Source: an optimization exercise on an open RTL-to-GDS flow (aim: small area, a short achievable clock period and few clock cycles per item). Production flows keep margins and buffers that such runs may drop. Only simulation tests tie the RTL to the original design; equivalence was not proved. Power figures rest on the tool's default switching activity, not on a simulated workload.

ember:
// viterbi_decoder
module viterbi_decoder(clk, rst, en, data, data_out, done_flag);
For scale: ~580 cells after synthesis, ~28 I/O pins, roughly 3200 µm² of cells after synthesis.
Settings: LEC_CHECK=0, ABC_AREA=1, CAP_MARGIN=20, CORE_MARGIN=2, CORE_UTILIZATION=40, SETUP_SLACK_MARGIN=0.35, SLEW_MARGIN=20; clock period 5.0 ns.
standard.sh (not shown) runs the stock make flow with config.mk's settings and CLKGATE_MAP_FILE= SYNTH_SCRIPT=/design/flow/synth_recipe.tcl, a recipe that flattens the netlist after the stock synthesis.
==> flow/flow/run.sh <==
#!/bin/bash
# The standard layout (the standard.sh, on the standard synthesis script) with two
# changes:
#  - ADDER_MAP_FILE is empty, so Yosys does not extract half/full adders into
#    sky130 ha/fa cells before ABC; ABC maps that logic with the rest.
#  - the port buffers inserted before global placement are sky130_fd_sc_hd__buf_2
#    instead of the resizer's default pick (a clkdlybuf4s50 delay cell).
# Registers and their names are those of the standard synthesis.
set -euo pipefail
export BUFFER_PORTS_ARGS="-buffer_cell sky130_fd_sc_hd__buf_2"
bash standard.sh ADDER_MAP_FILE= finish > standard.log 2>&1
ember: PASS, flow complete, no timing, DRC or antenna violations
Testbench counts of ember, summed over its fixed seeds: cycles 1,280, blocks 1,280.
What willow does differently from ember at the input level:
Settings: CTS_CLUSTER_DIAMETER newly set to 300; CTS_CLUSTER_SIZE newly set to 30; CTS_BUF_LIST newly set to sky130_fd_sc_hd__clkbuf_16.
==> results.txt <==
- ~same number of sequential cells in willow and ember
- Final critical delay including setup and external delays: willow vs ember down 0.033 ns
- Going from ember to willow, switching share of power went down by 1.7 points, routed length on met2 fell by 22 µm.
- willow completed every stage of the flow, and the final layout passed the timing, design-rule and antenna checks.

* * *

== before ==
Another version of the RTL of viterbi_decoder (not shown whole).
Size: roughly 670 cells after synthesis, ~24 flip-flops, ~0.0038 mm^2 of cells after synthesis.
Settings: LEC_CHECK=0, ABC_AREA=1, CAP_MARGIN=20, CORE_MARGIN=2, CORE_UTILIZATION=40, SETUP_SLACK_MARGIN=0.7, SLEW_MARGIN=20; clock period 5.0 ns.
==> flow/flow/run.sh <==
#!/bin/bash
# The standard layout (the standard.sh, unchanged synthesis), except that the
# port buffers inserted before global placement are sky130_fd_sc_hd__buf_2
# instead of the resizer's default pick (a clkdlybuf4s50 delay cell).
set -euo pipefail
export BUFFER_PORTS_ARGS="-buffer_cell sky130_fd_sc_hd__buf_2"
bash standard.sh finish > standard.log 2>&1
before | stages: all done | timing, DRC, antenna: all pass
Testbench counts of before, summed over its fixed seeds: cycles 1,280, blocks 1,280.
Setup changes, before to after
- a change of SETUP_SLACK_MARGIN from 0.7 to 0.5
==> flow/flow/run.sh <==
#!/bin/bash
# The standard layout (the standard.sh, on the standard synthesis script) with two
# changes:
#  - ADDER_MAP_FILE is empty, so Yosys does not extract half/full adders into
#    sky130 ha/fa cells before ABC; ABC maps that logic with the rest.
#  - the port buffers inserted before global placement are sky130_fd_sc_hd__buf_2
#    instead of the resizer's default pick (a clkdlybuf4s50 delay cell).
# Registers and their names are those of the standard synthesis.
set -euo pipefail
export BUFFER_PORTS_ARGS="-buffer_cell sky130_fd_sc_hd__buf_2"
bash standard.sh ADDER_MAP_FILE= finish > standard.log 2>&1
### Flow results
Final cell area: after below before
Taking before as the reference point, the relative area change from synthesis to final layout of after falls by 7.8 points.
The sequential share of the synthesized area in after sits 1.2 points above the value recorded for before.
before tops out at a higher clock frequency than after.
Post-synthesis net count ended up 28 lower on after than on before.

* * *

Another version of the RTL of viterbi_decoder (not shown whole).
Size: roughly 1100 cells after synthesis, about 9 flip-flops, ~28 I/O pins, roughly 0.0051 sq mm of cells after synthesis.
clock: 5.0 ns
lec_check: 0
abc_area: 1
cap_margin: 20
core_margin: 2
core_utilization: 40
setup_slack_margin: 1
slew_margin: 20
run.sh (not shown) runs the stock make flow with config.mk's settings and CLKGATE_MAP_FILE= SYNTH_SCRIPT=/design/flow/synth_recipe.tcl, a recipe that flattens the netlist after the stock synthesis.
Stock flow here: none of the scripts above is used.
Testbench counts at the start, summed over its fixed seeds: cycles 1,280, blocks 1,280.
==> next run, changes <==
SETUP_SLACK_MARGIN = 2   (was 1)
=> Clock power barely changes; flip-flop and latch count does not change; via count drops by a few percent.

separate check: timing with driven ports:
In the flow no input, the clock included, has a driving cell. The finished layouts below were timed again as built, in two steps. Step 1 assumes that a clkbuf_16 drives the clock port and a buf_2 every other input. Step 2, shift: input delay + t, output delay - t, t = (earliest + latest rising clock arrival at the registers) / 2. This alone moves slack from input paths to output paths. Three values: ideal, step 1, step 2; two values: the first two.
| run | t (ns) | setup slack, ns | worst setup path after step 2 | worst register clock-pin slew, ns |
|---|---|---|---|---|
| ember | 0.287 | 0.751 / 0.725 / 1.012 | register to output | 0.09 / 0.09 |
| willow | 0.283 | 0.783 / 0.753 / 1.036 | register to output | 0.06 / 0.06 |
| before | 0.295 | 0.888 / 0.859 / 0.805 | input to register | 0.09 / 0.09 |
| after | 0.291 | 0.706 / 0.680 / 0.962 | input to register | 0.09 / 0.09 |
| the first run of note 3 | 0.255 | 1.040 / 1.015 / 0.760 | input to register | 0.04 / 0.04 |
| the second run of note 3 | 0.257 | 0.960 / 0.922 / 0.665 | input to register | 0.04 / 0.04 |
After both steps setup and hold are still met in every run listed. The setup slack of the second run of note 3, which loses most, moves by -0.038 ns with the drivers and by -0.295 ns with both steps.
